What follows belongs to an exercise in optimizing a design on an open flow for small area, a short achievable clock period and few clock cycles; a production flow would make more cautious choices. Where RTL was checked, it was by simulation tests only, not by an equivalence proof against the original. Power and IR drop assume default switching activity.

==> flow/design.v (excerpt) <==
module task3(
    input [2:0] opcode,
    output reg done,
    output [23:0] out,
    input [7:0] in2,
    input [7:0] in1,
    input [7:0] in0,
    input clk,
    input rst
    );
    function [10:0] fx; input [3:0] v;
        case (v)
            4'd0: fx = 11'd0;
            4'd1: fx = 11'd13;
            4'd2: fx = 11'd36;
            4'd3: fx = 11'd69;
            4'd4: fx = 11'd112;
            4'd5: fx = 11'd165;
            4'd6: fx = 11'd228;
            4'd7: fx = 11'd301;
            4'd8: fx = 11'd384;
            4'd9: fx = 11'd477;
            4'd10: fx = 11'd580;
            4'd11: fx = 11'd693;
            4'd12: fx = 11'd816;
            4'd13: fx = 11'd949;
            4'd14: fx = 11'd1092;
            4'd15: fx = 11'd1245;
        endcase
    endfunction
    function [9:0] gy; input [3:0] v;
        case (v)
            4'd0: gy = 10'd0;
            4'd1: gy = 10'd1;
            4'd2: gy = 10'd10;
            4'd3: gy = 10'd27;
            4'd4: gy = 10'd52;
            4'd5: gy = 10'd85;
            4'd6: gy = 10'd126;
            4'd7: gy = 10'd175;
            4'd8: gy = 10'd232;
            4'd9: gy = 10'd297;
            4'd10: gy = 10'd370;
            4'd11: gy = 10'd451;
            4'd12: gy = 10'd540;
            4'd13: gy = 10'd637;
            4'd14: gy = 10'd742;
            4'd15: gy = 10'd855;
        endcase
    endfunction
    function [10:0] fz; input [3:0] v;
        case (v)
            4'd0: fz = 11'd13;
            4'd1: fz = 11'd17;
            4'd2: fz = 11'd33;
            4'd3: fz = 11'd61;
            4'd4: fz = 11'd101;
            4'd5: fz = 11'd153;
            4'd6: fz = 11'd217;
            4'd7: fz = 11'd293;
            4'd8: fz = 11'd381;
            4'd9: fz = 11'd481;
  ...
For scale: about 810 cells after synthesis, about 50 flip-flops, about 54 I/O pins, about 0.0062 mm2 of cells after synthesis.
export LEC_CHECK = 0
export ABC_AREA = 1
export CAP_MARGIN = 20
export CORE_MARGIN = 2
export CORE_UTILIZATION = 85
export CTS_BUF_LIST = sky130_fd_sc_hd__clkbuf_4 sky130_fd_sc_hd__clkbuf_8
export SLEW_MARGIN = 20
create_clock -name core_clock -period 12.0 [get_ports {clk}]
standard.sh (not shown) runs the stock make flow with config.mk's settings and CLKGATE_MAP_FILE= SYNTH_SCRIPT=/design/flow/synth_recipe.tcl, a recipe that flattens the netlist after the stock synthesis.
==> flow/flow/run.sh <==
#!/bin/bash
set -euo pipefail
cd "$(dirname "$0")/.."
bash standard.sh finish \
  SETUP_SLACK_MARGIN=7.2 \
  "BUFFER_PORTS_ARGS=-buffer_cell sky130_fd_sc_hd__buf_1" \
  > run_standard.log 2>&1
The starting point died in global routing (5_1_grt) on GRT-0232.
Testbench counts at the start, summed over its fixed seeds: cycles 21,090.
Next try:
==> flow/flow/run.sh (replaced) <==
#!/bin/bash
set -euo pipefail
cd "$(dirname "$0")/.."
bash standard.sh finish \
  SETUP_SLACK_MARGIN=7.6 \
  "BUFFER_PORTS_ARGS=-buffer_cell sky130_fd_sc_hd__buf_1" \
  > run_standard.log 2>&1
--- a/flow/config.mk
+++ b/flow/config.mk
@@ -9,5 +9,5 @@
 export CAP_MARGIN = 20
 export CORE_MARGIN = 2
-export CORE_UTILIZATION = 85
+export CORE_UTILIZATION = 70
 export CTS_BUF_LIST = sky130_fd_sc_hd__clkbuf_4 sky130_fd_sc_hd__clkbuf_8
 export SLEW_MARGIN = 20
The changed run finished with timing, DRC and antenna clean.
Area after synthesis is unchanged.
Synthesized cell count does not change.
Next try:
==> flow/flow/run.sh (replaced) <==
#!/bin/bash
set -euo pipefail
cd "$(dirname "$0")/.."
bash standard.sh finish \
  SETUP_SLACK_MARGIN=7.2 \
  "BUFFER_PORTS_ARGS=-buffer_cell sky130_fd_sc_hd__buf_1" \
  > run_standard.log 2>&1
After rerunning: The new run completed without violations. Die area is unchanged. Core utilization falls by 8.3 points. Global-route usage shrinks by 1.7 points. Worst setup slack loses 0.0068 ns. Critical path depth decreases by 4. Clock-buffer cell count increases by 1. Fmax hardly moves. Total power decreases by 18%.
Next try:
--- a/flow/config.mk
+++ b/flow/config.mk
@@ -9,5 +9,5 @@
 export CAP_MARGIN = 20
 export CORE_MARGIN = 2
-export CORE_UTILIZATION = 70
+export CORE_UTILIZATION = 60
 export CTS_BUF_LIST = sky130_fd_sc_hd__clkbuf_4 sky130_fd_sc_hd__clkbuf_8
 export SLEW_MARGIN = 20
=> First-iteration DRC count grows by a few percent; design area increases by a few percent; total power is about the same; routed wire length grows by a few percent; maximum frequency goes down slightly; register-to-register slack got worse by 0.02 ns.
Next try:
==> flow/flow/run.sh (replaced) <==
#!/bin/bash
set -euo pipefail
cd "$(dirname "$0")/.."
bash standard.sh finish \
  SETUP_SLACK_MARGIN=7.0 \
  "BUFFER_PORTS_ARGS=-buffer_cell sky130_fd_sc_hd__buf_1" \
  > run_standard.log 2>&1
--- a/flow/config.mk
+++ b/flow/config.mk
@@ -9,5 +9,5 @@
 export CAP_MARGIN = 20
 export CORE_MARGIN = 2
-export CORE_UTILIZATION = 60
+export CORE_UTILIZATION = 70
 export CTS_BUF_LIST = sky130_fd_sc_hd__clkbuf_4 sky130_fd_sc_hd__clkbuf_8
 export SLEW_MARGIN = 20
The changed run ran to the end with no violations.
Setup slack gets worse by 0.14 ns.
Power came out lower slightly.
Hold slack gets better by 0.0081 ns.
Global-route usage came out higher by 4.9 points.
Fmax came out lower by a few percent.
Final cell count came out lower by a few percent.

Another version of the RTL of task3 (not shown whole).
Size in the first run: roughly 43 flip-flops, roughly 54 I/O pins.
==> flow/design.v (excerpt) <==
module task3(
    input [2:0] opcode,
    output reg done,
    output reg [23:0] out,
    input [7:0] in2,
    input [7:0] in1,
    input [7:0] in0,
    input clk,
    input rst
    );
==> flow/config.mk <==
export PLATFORM = sky130hd
export DESIGN_NAME = task3
export DESIGN_NICKNAME = task3
export VERILOG_FILES = /design/flow/design.v
export SDC_FILE = /design/flow/constraint.sdc
export NUM_CORES = 4
export LEC_CHECK = 0
export ABC_CLOCK_PERIOD_IN_PS = 3000
export CAP_MARGIN = 20
export CORE_MARGIN = 2
export CORE_UTILIZATION = 40
export SLEW_MARGIN = 20
==> flow/constraint.sdc <==
create_clock -name core_clock -period 12.0 [get_ports {clk}]
set_input_delay 2.4000 -clock core_clock [delete_from_list [all_inputs] [get_ports {clk}]]
set_output_delay 2.4000 -clock core_clock [all_outputs]
set_load 0.01 [all_outputs]
==> flow/flow/run.sh <==
#!/bin/bash
set -euo pipefail
cd "$(dirname "$0")/.."
bash standard.sh finish \
  SETUP_SLACK_MARGIN=6.5 \
  "BUFFER_PORTS_ARGS=-buffer_cell sky130_fd_sc_hd__buf_1" \
  > run_standard.log 2>&1
Testbench counts at the start, summed over its fixed seeds: cycles 21,090.
Next try:
==> flow/flow/run.sh (replaced) <==
#!/bin/bash
set -euo pipefail
cd "$(dirname "$0")/.."
bash standard.sh finish \
  SETUP_SLACK_MARGIN=6 \
  "BUFFER_PORTS_ARGS=-buffer_cell sky130_fd_sc_hd__buf_1" \
  > run_standard.log 2>&1
Result: Sequential share of layout area rose by 1.1 points. Worst hold slack gets better by 0.017 ns. Synthesized area does not change. Total power fell by 8.5%. Die area is unchanged. Worst setup slack gets worse by 0.38 ns. First-iteration DRC count fell by 14%. Clock power fell by about 15%. Sequential power barely changes. Global-route usage fell by 1.0 points.

Setup of alpha:
Another version of the RTL of task3 (not shown whole).
Size: roughly 890 cells after synthesis, roughly 54 I/O pins, roughly 0.0060 mm^2 of cells after synthesis.
==> flow/config.mk <==
export PLATFORM = sky130hd
export DESIGN_NAME = task3
export DESIGN_NICKNAME = task3
export VERILOG_FILES = /design/flow/design.v
export SDC_FILE = /design/flow/constraint.sdc
export NUM_CORES = 4
export LEC_CHECK = 0
export ABC_AREA = 1
export CAP_MARGIN = 20
export CORE_MARGIN = 2
export CORE_UTILIZATION = 70
export CTS_BUF_LIST = sky130_fd_sc_hd__clkbuf_4 sky130_fd_sc_hd__clkbuf_8
export SLEW_MARGIN = 20
==> flow/constraint.sdc <==
create_clock -name core_clock -period 12.0 [get_ports {clk}]
set_input_delay 2.4000 -clock core_clock [delete_from_list [all_inputs] [get_ports {clk}]]
set_output_delay 2.4000 -clock core_clock [all_outputs]
set_load 0.01 [all_outputs]
==> flow/flow/run.sh <==
#!/bin/bash
set -euo pipefail
cd "$(dirname "$0")/.."
bash standard.sh finish \
  SETUP_SLACK_MARGIN=6.8 \
  "BUFFER_PORTS_ARGS=-buffer_cell sky130_fd_sc_hd__buf_1" \
  > run_standard.log 2>&1
alpha: no failed stages, no open violations at the end
Input-level comparison between beta and alpha:
--- a/flow/flow/run.sh
+++ b/flow/flow/run.sh
@@ -5 +5 @@
-  SETUP_SLACK_MARGIN=6.8 \
+  SETUP_SLACK_MARGIN=6 \
--- a/flow/config.mk
+++ b/flow/config.mk
@@ -8 +8 @@
-export ABC_AREA = 1
+export ABC_CLOCK_PERIOD_IN_PS = 3000
@@ -11,2 +11 @@
-export CORE_UTILIZATION = 70
-export CTS_BUF_LIST = sky130_fd_sc_hd__clkbuf_4 sky130_fd_sc_hd__clkbuf_8
+export CORE_UTILIZATION = 40
--- outcome ---
alpha has a lower number of stages on the worst hold path than beta.
Re internal power summed over all cells: alpha and beta aren't equal, and the lower value belongs to beta.
Compared with alpha, beta shows netlist area before placement lower by 4.9%.
Cmp beta vs alpha: peak clock frequency supported by timing lower in beta
Re initial standard-cell utilization of the core: beta is 32 points down on alpha.
Comparing alpha and beta, the higher routed wire length on met3 is on alpha.
Comparing alpha and beta, the lower final worst-path cycle share is on alpha.
Re post-layout instance area: alpha was higher than beta.
No functional check of the RTL was part of any run of this note.

task3, a different RTL version from the one above (not shown whole).
For scale: roughly 900 cells after synthesis, about 36 flip-flops, about 54 I/O pins, ~6100 um2 of cells after synthesis.
// task3
module task3(
    input [2:0] opcode,
    output reg done,
    output reg [23:0] out,
    input [7:0] in2,
    input [7:0] in1,
    input [7:0] in0,
    input clk,
    input rst
    );
Settings: LEC_CHECK=0, ABC_AREA=1, CAP_MARGIN=20, CORE_MARGIN=2, CORE_UTILIZATION=70, CTS_BUF_LIST=sky130_fd_sc_hd__clkbuf_4 sky130_fd_sc_hd__clkbuf_8, SLEW_MARGIN=20; clock period 12.0 ns.
==> flow/flow/run.sh <==
#!/bin/bash
set -euo pipefail
cd "$(dirname "$0")/.."
bash standard.sh finish \
  SETUP_SLACK_MARGIN=6.5 \
  "BUFFER_PORTS_ARGS=-buffer_cell sky130_fd_sc_hd__buf_1" \
  > run_standard.log 2>&1
The baseline ran to the end with no violations.
Testbench counts at the start, summed over its fixed seeds: cycles 21,090.
Rerun with:
==> flow/flow/run.sh (replaced) <==
#!/bin/bash
set -euo pipefail
cd "$(dirname "$0")/.."
bash standard.sh finish \
  SETUP_SLACK_MARGIN=6 \
  "BUFFER_PORTS_ARGS=-buffer_cell sky130_fd_sc_hd__buf_1" \
  > run_standard.log 2>&1
ABC_AREA = default   (was 1)
ABC_CLOCK_PERIOD_IN_PS = 3000   (was default)
The new run completed without violations; routed wire length fell by 13%; setup slack degrades by 0.51 ns; core utilization is lower by 2.8 points; first-iteration DRC count came out lower by 13%; clock-buffer cell count increases by 2; die area falls by 3.9%.
Rerun with:
CORE_UTILIZATION = 40   (was 70)
CTS_BUF_LIST = default   (was sky130_fd_sc_hd__clkbuf_4 sky130_fd_sc_hd__clkbuf_8)
Result: The new run completed without violations; power is higher by 2.4%; final area is higher by 2.8%; via count is lower by 3.6%; hold slack improved by 0.0045 ns.

re-timing with driven ports:
How much do the figures lean on ideal ports? The routed layouts below were timed once more, with nothing changed but the port constraints. Step 1: set_driving_cell puts a clkbuf_16 on clk and a buf_2 on each other input, an assumption about the parent block. Step 2, shift: input delay + t, output delay - t, t = (earliest + latest rising clock arrival at the registers) / 2. This alone moves slack from input paths to output paths. Slacks: no drivers / after step 1 / after step 2; pairs: no drivers / after step 1.
run | t (ns) | setup WS [ns] | hold WS [ns] | latest minus earliest clock arrival (ns)
the second run of note 1 | 0.343 | 7.309 / 7.275 / 7.349 | 0.617 / 0.617 / 0.617 | 0.018 / 0.018
the third run of note 1 | 0.335 | 7.302 / 7.270 / 7.074 | 0.593 / 0.593 / 0.593 | 0.020 / 0.020
the fourth run of note 1 | 0.365 | 7.248 / 7.212 / 7.024 | 0.581 / 0.581 / 0.581 | 0.017 / 0.017
the fifth run of note 1 | 0.333 | 7.104 / 7.071 / 7.039 | 0.589 / 0.589 / 0.589 | 0.017 / 0.016
the first run of note 2 | 0.319 | 6.597 / 6.612 / 6.294 | 0.584 / 0.584 / 0.584 | 0.011 / 0.011
the second run of note 2 | 0.315 | 6.222 / 6.235 / 5.920 | 0.601 / 0.601 / 0.601 | 0.004 / 0.004
alpha | 0.311 | 6.768 / 6.758 / 6.446 | 0.546 / 0.546 / 0.546 | 0.003 / 0.003
beta | 0.309 | 6.149 / 6.159 / 5.849 | 0.592 / 0.592 / 0.592 | 0.006 / 0.007
the first run of note 4 | 0.321 | 6.680 / 6.684 / 6.363 | 0.530 / 0.530 / 0.530 | 0.010 / 0.009
the second run of note 4 | 0.314 | 6.170 / 6.176 / 5.863 | 0.598 / 0.598 / 0.598 | 0.007 / 0.007
the third run of note 4 | 0.310 | 6.133 / 6.148 / 5.837 | 0.603 / 0.603 / 0.603 | 0.010 / 0.011
After both steps setup and hold are still met in every run listed. The setup slack of alpha, which loses most, moves by -0.010 ns with the drivers and by -0.322 ns with both steps.
